What follows belongs to an exercise in optimizing a design on an open flow for small area and a short achievable clock period; a production flow would make more cautious choices.
In this exercise RTL edits were held to simulation tests only and were not proved equivalent to the original.
Power figures rest on the tool's default switching activity, not on a simulated workload.

== run A ==
==> flow/design.v (excerpt) <==
module RegularFuzzification(
  input        clock,
  input        reset,
  input        io_start,
  input  [9:0] io_inputs_0,
  input  [9:0] io_inputs_1,
  output       io_outResultValid,
  output [6:0] io_outResult
);
Size: ~820 cells after synthesis, roughly 84 flip-flops, roughly 31 I/O pins.
Settings: LEC_CHECK=0, CAP_MARGIN=0, CORE_MARGIN=2, CORE_UTILIZATION=40, CTS_BUF_LIST=sky130_fd_sc_hd__clkbuf_4 sky130_fd_sc_hd__clkbuf_8, CTS_CLUSTER_SIZE=30, SETUP_SLACK_MARGIN=4.0, SLEW_MARGIN=0; clock period 8.0 ns.
run.sh (not shown) runs the stock make flow with config.mk's settings and CLKGATE_MAP_FILE= SYNTH_SCRIPT=/design/flow/synth_recipe.tcl, a recipe that flattens the netlist after the stock synthesis.
Changes in run B relative to run A:
- CORE_UTILIZATION: 40 -> 65
- CTS_BUF_LIST: sky130_fd_sc_hd__clkbuf_4 sky130_fd_sc_hd__clkbuf_8 -> unset
- PLACE_DENSITY: unset -> 0.75
- CTS_CLUSTER_SIZE: 30 -> unset
- CAP_MARGIN: 0 -> 20
- SLEW_MARGIN: 0 -> 20
Results
Run B finished all stages; the layout is clean.
Run A | status: complete | timing, DRC, antenna: pass
In the floorplan summary, run B is listed with a die area less than that of run A.
Delta (run B minus run A): mean routed wirelength per cell climbed about 25%; global-route usage climbed 17 points; peak clock frequency supported by timing dropped 2.1%; fraction of power consumed by the clock network climbed 3.0 points; growth of design area from synthesis to finish dropped 0.60 points.
Of run A and run B, run A shows the lower met2 usage, with run B above it.
### run B -> run C
- SETUP_SLACK_MARGIN now 4.3, was 4.0
- PLACE_DENSITY no longer set, was 0.75
- CORE_UTILIZATION now 40, was 65
Results
Run C against run B: design area picked up an extra about 10%; worst path arrival time lost 0.13 ns.
Going from run B to run C, worst slew margin relative to its limit grows by 5.9 points.
Summary of run C over run B: detailed-route wire length on metal 1 increased 12%; via count now smaller; wire length now sits lower.
Clock power: higher on run C
Compared with run B, run C degrades final-layout worst hold slack.
Compared run C vs run B, and cell count is up in run C.
Total core area for run C: about 60% up relative to run B


Another version of the RTL of RegularFuzzification (not shown whole).
Size: ~78 flip-flops, ~31 I/O pins, about 8600 um^2 of cells after synthesis.
make LEC_CHECK=0 CAP_MARGIN=20 CORE_MARGIN=2 CORE_UTILIZATION=40 SLEW_MARGIN=20 finish   # period 8.0 ns
The first run completed without violations.
Change:
Settings changed: SETUP_SLACK_MARGIN set to 3.0.
Effect: Via count came out higher by 0.77%; clock-buffer cell count stays the same; synthesized area does not change; total power barely changes; design area is about the same.


## cedar
Another version of the RTL of RegularFuzzification (not shown whole).
For scale: ~890 cells after synthesis, ~31 I/O pins, ~6800 um^2 of cells after synthesis.
export LEC_CHECK = 0
export ABC_AREA = 1
export CAP_MARGIN = 20
export CORE_MARGIN = 2
export CORE_UTILIZATION = 40
export CTS_BUF_LIST = sky130_fd_sc_hd__clkbuf_4 sky130_fd_sc_hd__clkbuf_8
export CTS_CLUSTER_SIZE = 30
export PLACE_DENSITY = 0.7
export SETUP_SLACK_MARGIN = 4.2
export SLEW_MARGIN = 20
create_clock -name core_clock -period 8.0 [get_ports {clock}]
### cedar -> xenon
# cedar
export LEC_CHECK = 0
export ABC_AREA = 1
export CAP_MARGIN = 20
export CORE_MARGIN = 2
export CORE_UTILIZATION = 40
export CTS_BUF_LIST = sky130_fd_sc_hd__clkbuf_4 sky130_fd_sc_hd__clkbuf_8
export CTS_CLUSTER_SIZE = 30
export PLACE_DENSITY = 0.7
export SETUP_SLACK_MARGIN = 4.2
export SLEW_MARGIN = 20
create_clock -name core_clock -period 8.0 [get_ports {clock}]
# xenon
export LEC_CHECK = 0
export ABC_AREA = 1
export CAP_MARGIN = 20
export CORE_MARGIN = 2
export CORE_UTILIZATION = 40
export CTS_BUF_LIST = sky130_fd_sc_hd__clkbuf_4 sky130_fd_sc_hd__clkbuf_8
export CTS_CLUSTER_SIZE = 30
export SETUP_SLACK_MARGIN = 3.9
export SLEW_MARGIN = 20
create_clock -name core_clock -period 8.0 [get_ports {clock}]
[summary]
In the flow results for xenon and cedar, the post-synthesis to final-layout area growth is smaller on xenon. xenon ends up with lower net total in the final layout than cedar does. xenon vs. cedar: largest net degree at the start of global routing went up by 77%. Summary of xenon over cedar: final cell count without fillers lower, met2 layer usage reported by global route higher.
#### Input delta (raven over xenon)
# xenon
export LEC_CHECK = 0
export ABC_AREA = 1
export CAP_MARGIN = 20
export CORE_MARGIN = 2
export CORE_UTILIZATION = 40
export CTS_BUF_LIST = sky130_fd_sc_hd__clkbuf_4 sky130_fd_sc_hd__clkbuf_8
export CTS_CLUSTER_SIZE = 30
export SETUP_SLACK_MARGIN = 3.9
export SLEW_MARGIN = 20
create_clock -name core_clock -period 8.0 [get_ports {clock}]
# raven
export LEC_CHECK = 0
export ABC_AREA = 1
export CAP_MARGIN = 20
export CORE_MARGIN = 2
export CORE_UTILIZATION = 40
export CTS_BUF_LIST = sky130_fd_sc_hd__clkbuf_4 sky130_fd_sc_hd__clkbuf_8
export CTS_CLUSTER_SIZE = 30
export GPL_ROUTABILITY_DRIVEN = 0
export GPL_TIMING_DRIVEN = 0
export SETUP_SLACK_MARGIN = 4.2
export SLEW_MARGIN = 20
create_clock -name core_clock -period 8.0 [get_ports {clock}]
==> results.txt <==
Compared xenon against raven; hold slack within noise.
In the metrics for xenon and raven, the one carrying the higher count of cells resized by post-cts repair is raven.
Remaining routing DRC violations: xenon vs raven, no meaningful difference
Reported for xenon and raven, final hold violation count turned out identical to the last digit.
Global routing met2 resource utilization for raven: 1.8 points up relative to xenon
raven reports a higher final routed wirelength across all metal layers than xenon does.
Side by side, power turned out higher in raven than in xenon.
Higher clock period minus final worst setup slack goes to xenon over raven.
Going from xenon to raven, critical path depth increased by 2 relative to the old numbers; global-route total usage across every layer increased by 0.19 points relative to the old numbers.
The inputs of sierra differ from those of raven as listed below.
# raven
export LEC_CHECK = 0
export ABC_AREA = 1
export CAP_MARGIN = 20
export CORE_MARGIN = 2
export CORE_UTILIZATION = 40
export CTS_BUF_LIST = sky130_fd_sc_hd__clkbuf_4 sky130_fd_sc_hd__clkbuf_8
export CTS_CLUSTER_SIZE = 30
export GPL_ROUTABILITY_DRIVEN = 0
export GPL_TIMING_DRIVEN = 0
export SETUP_SLACK_MARGIN = 4.2
export SLEW_MARGIN = 20
create_clock -name core_clock -period 8.0 [get_ports {clock}]
# sierra
export LEC_CHECK = 0
export ABC_AREA = 1
export CAP_MARGIN = 20
export CORE_MARGIN = 2
export CORE_UTILIZATION = 40
export CTS_BUF_LIST = sky130_fd_sc_hd__clkbuf_4 sky130_fd_sc_hd__clkbuf_8
export CTS_CLUSTER_SIZE = 40
export SETUP_SLACK_MARGIN = 4.2
export SLEW_MARGIN = 20
create_clock -name core_clock -period 8.0 [get_ports {clock}]
==> comparison <==
Compare sierra and raven | filler cell count lower: raven. The run showing the greater number of global-route vias before repair is raven. Going from raven to sierra, the power share of the combinational group was found to have gone down by 2.0 points. Hold slack: sierra vs raven up 9.8 ps. In terms of relative contribution of sequential cells to total power, sierra and raven differ only marginally. Share of cells above drive strength 1 in sierra vs raven: down 2.2 points. Endpoint required time on the critical path ends up higher on sierra. Compared with raven, sierra shows a lower global-route wire length before repair. sierra against raven: global-route usage over all layers decreased 0.16 points, number of vias in the routed layout decreased 1.7%. On sierra: routing usage on met2 is 1.3 points lower than what raven gave.


Setup of build 6:
RTL: one of the versions met above, not the one the previous note started from.
Size in the first run: about 84 flip-flops, about 31 I/O pins, ~0.0071 mm2 of cells after synthesis.
==> flow/config.mk <==
export PLATFORM = sky130hd
export DESIGN_NAME = RegularFuzzification
export DESIGN_NICKNAME = RegularFuzzification
export VERILOG_FILES = /design/flow/design.v
export SDC_FILE = /design/flow/constraint.sdc
export NUM_CORES = 4
export LEC_CHECK = 0
export CAP_MARGIN = 20
export CORE_MARGIN = 2
export CORE_UTILIZATION = 40
export SETUP_SLACK_MARGIN = 4.0
export SLEW_MARGIN = 20
==> flow/constraint.sdc <==
create_clock -name core_clock -period 8.0 [get_ports {clock}]
set_input_delay 1.6000 -clock core_clock [delete_from_list [all_inputs] [get_ports {clock}]]
set_output_delay 1.6000 -clock core_clock [all_outputs]
set_load 0.01 [all_outputs]
The inputs of build 68 differ from those of build 6 as listed below.
# build 6
export LEC_CHECK = 0
export CAP_MARGIN = 20
export CORE_MARGIN = 2
export CORE_UTILIZATION = 40
export SETUP_SLACK_MARGIN = 4.0
export SLEW_MARGIN = 20
create_clock -name core_clock -period 8.0 [get_ports {clock}]
# build 68
export LEC_CHECK = 0
export CAP_MARGIN = 20
export CORE_MARGIN = 2
export CORE_UTILIZATION = 40
export CTS_BUF_LIST = sky130_fd_sc_hd__clkbuf_4 sky130_fd_sc_hd__clkbuf_8
export CTS_CLUSTER_SIZE = 30
export SETUP_SLACK_MARGIN = 4.0
export SLEW_MARGIN = 20
create_clock -name core_clock -period 8.0 [get_ports {clock}]
## What came out
Compared with build 6, build 68 shows a overall routed net length that is 110 um lower. Diff build 6 -> build 68: power per unit of standard cell area fell by 11 mW/mm2; sequential share of layout area climbed 0.40 points; share of the clock period used by the worst path about even. Build 68 went all the way through synthesis, placement and routing and the layout is clean on timing, DRC and antenna. Per the comparison of build 68 with build 6, internal power component -8.5%; area growth from synthesis to layout -1.5 points.
[inputs] build 74 vs build 68
# build 68
export LEC_CHECK = 0
export CAP_MARGIN = 20
export CORE_MARGIN = 2
export CORE_UTILIZATION = 40
export CTS_BUF_LIST = sky130_fd_sc_hd__clkbuf_4 sky130_fd_sc_hd__clkbuf_8
export CTS_CLUSTER_SIZE = 30
export SETUP_SLACK_MARGIN = 4.0
export SLEW_MARGIN = 20
create_clock -name core_clock -period 8.0 [get_ports {clock}]
# build 74
export LEC_CHECK = 0
export CAP_MARGIN = 20
export CORE_MARGIN = 2
export CORE_UTILIZATION = 40
export CTS_BUF_LIST = sky130_fd_sc_hd__clkbuf_4 sky130_fd_sc_hd__clkbuf_8
export CTS_CLUSTER_SIZE = 30
export SETUP_SLACK_MARGIN = 4.15
export SLEW_MARGIN = 20
create_clock -name core_clock -period 8.0 [get_ports {clock}]
==> comparison <==
- Cmp build 74 vs build 68: growth of design area from synthesis to finish higher in build 74
- The final layout from build 74, which completed every stage, passed the timing, design-rule and antenna checks at the end of the flow.
- Largest net degree at the start of global routing came out exactly the same in build 68 and build 74.
- Per the comparison of build 74 with build 68, met2 wire length rose by 280 um, post-detailed-placement cell area stayed essentially flat, worst setup slack rose by 0.091 ns.
Edits applied to the flow inputs when going from build 74 to build 15:
# build 74
export LEC_CHECK = 0
export CAP_MARGIN = 20
export CORE_MARGIN = 2
export CORE_UTILIZATION = 40
export CTS_BUF_LIST = sky130_fd_sc_hd__clkbuf_4 sky130_fd_sc_hd__clkbuf_8
export CTS_CLUSTER_SIZE = 30
export SETUP_SLACK_MARGIN = 4.15
export SLEW_MARGIN = 20
create_clock -name core_clock -period 8.0 [get_ports {clock}]
# build 15
export LEC_CHECK = 0
export ABC_AREA = 1
export CAP_MARGIN = 20
export CORE_MARGIN = 2
export CORE_UTILIZATION = 40
export CTS_BUF_LIST = sky130_fd_sc_hd__clkbuf_4 sky130_fd_sc_hd__clkbuf_8
export CTS_CLUSTER_SIZE = 30
export SETUP_SLACK_MARGIN = 4.0
export SLEW_MARGIN = 20
create_clock -name core_clock -period 8.0 [get_ports {clock}]
[summary]
Looking at area added between synthesis and finish, build 15 sits 9.0 points lower than build 74 does. From build 74 to build 15 the numbers moved as follows: number of setup violations in the final report now sits at about the same level, synthesized cell area shows no meaningful change, fraction of the mapped netlist area in compound gates went down 12 points. Build 15 reached the end of the flow, and the finished layout is clean on the timing, design-rule and antenna checks. | total setup buffers inserted after CTS | build 15 vs build 74 | 23 lower |. Summary of build 15 over build 74: post-route core utilization lost 3.6 points, routed wire length saw a decrease, worst supply voltage drop on vdd decreased by about 30% relative to the old numbers, sequential-to-total area share from yosys stat roughly the same, final design instance area without fill went down.
### build 15 -> build 22
# build 15
export LEC_CHECK = 0
export ABC_AREA = 1
export CAP_MARGIN = 20
export CORE_MARGIN = 2
export CORE_UTILIZATION = 40
export CTS_BUF_LIST = sky130_fd_sc_hd__clkbuf_4 sky130_fd_sc_hd__clkbuf_8
export CTS_CLUSTER_SIZE = 30
export SETUP_SLACK_MARGIN = 4.0
export SLEW_MARGIN = 20
create_clock -name core_clock -period 8.0 [get_ports {clock}]
# build 22
export LEC_CHECK = 0
export CAP_MARGIN = 20
export CORE_MARGIN = 2
export CORE_UTILIZATION = 40
export CTS_BUF_LIST = sky130_fd_sc_hd__clkbuf_4 sky130_fd_sc_hd__clkbuf_8
export CTS_CLUSTER_SIZE = 30
export SETUP_SLACK_MARGIN = 3.8
export SLEW_MARGIN = 20
create_clock -name core_clock -period 8.0 [get_ports {clock}]
When build 22 is measured against build 15, its detailed-route wire length on metal 1 turns out about 2.5% higher.
A combinational family with the most area after synthesis of simple AND/OR/NAND/NOR gates is what build 15 shows, while compound AO/OA/AOI/OAI gates belongs to build 22.
Run comparison: build 15 worst setup path startpoint io_inputs_0[9]; build 22 worst setup path startpoint io_start
Delta (build 22 minus build 15): global-route wire length before repair shows an increase of about 1.2%, total die area shows no meaningful change, hold slack shows a reduction of 0.0039 ns.
Run comparison: build 15 critical path class in2reg; build 22 critical path class in2out
Going from build 15 to build 22, total length of routed met3 wires picked up an extra 20 um; setup slack after placement lost 0.62 ns.

==> afterwards: timing with drivers on the ports <==
In the flow no input, the clock included, has a driving cell. The finished layouts below were timed again as built, in two steps.
Step 1: set_driving_cell puts a clkbuf_16 on clock and a buf_2 on each other input, an assumption about the parent block.
Step 2, shift: input delay + t, output delay - t, t = (earliest + latest rising clock arrival at the registers) / 2. This alone moves slack from input paths to output paths.
Three values: ideal, step 1, step 2; two values: the first two.
| run | t, ns | setup slack, ns | worst hold slack (ns) | worst register clock-pin slew, ns |
|---|---|---|---|---|
| run A | 0.408 | 4.066 / 4.066 / 3.689 | 0.422 / 0.422 / 0.422 | 0.10 / 0.10 |
| run B | 0.403 | 3.981 / 3.981 / 3.703 | 0.427 / 0.427 / 0.427 | 0.10 / 0.10 |
| run C | 0.390 | 4.118 / 4.118 / 3.978 | 0.415 / 0.415 / 0.415 | 0.07 / 0.07 |
| the first run of note 2 | 0.369 | 3.115 / 3.115 / 2.786 | 0.414 / 0.414 / 0.414 | 0.06 / 0.06 |
| the second run of note 2 | 0.371 | 3.238 / 3.238 / 2.918 | 0.415 / 0.415 / 0.415 | 0.06 / 0.06 |
| cedar | 0.415 | 4.067 / 4.055 / 3.639 | 0.413 / 0.413 / 0.413 | 0.10 / 0.10 |
| xenon | 0.407 | 3.959 / 3.939 / 3.556 | 0.416 / 0.416 / 0.416 | 0.10 / 0.10 |
| raven | 0.410 | 4.123 / 4.120 / 3.710 | 0.414 / 0.414 / 0.414 | 0.10 / 0.10 |
| sierra | 0.405 | 4.115 / 4.108 / 3.702 | 0.424 / 0.424 / 0.424 | 0.10 / 0.10 |
| build 6 | 0.392 | 4.076 / 4.078 / 3.704 | 0.420 / 0.420 / 0.420 | 0.07 / 0.07 |
| build 68 | 0.408 | 4.066 / 4.066 / 3.689 | 0.422 / 0.422 / 0.422 | 0.10 / 0.10 |
| build 74 | 0.404 | 4.157 / 4.056 / 3.854 | 0.424 / 0.424 / 0.424 | 0.10 / 0.10 |
| build 15 | 0.401 | 4.083 / 4.096 / 3.696 | 0.420 / 0.420 / 0.420 | 0.10 / 0.10 |
| build 22 | 0.410 | 3.903 / 3.839 / 3.544 | 0.417 / 0.417 / 0.417 | 0.11 / 0.11 |
After both steps every run listed still meets setup and hold. The setup slack of cedar, which loses most, moves by -0.012 ns with the drivers and by -0.428 ns with both steps.
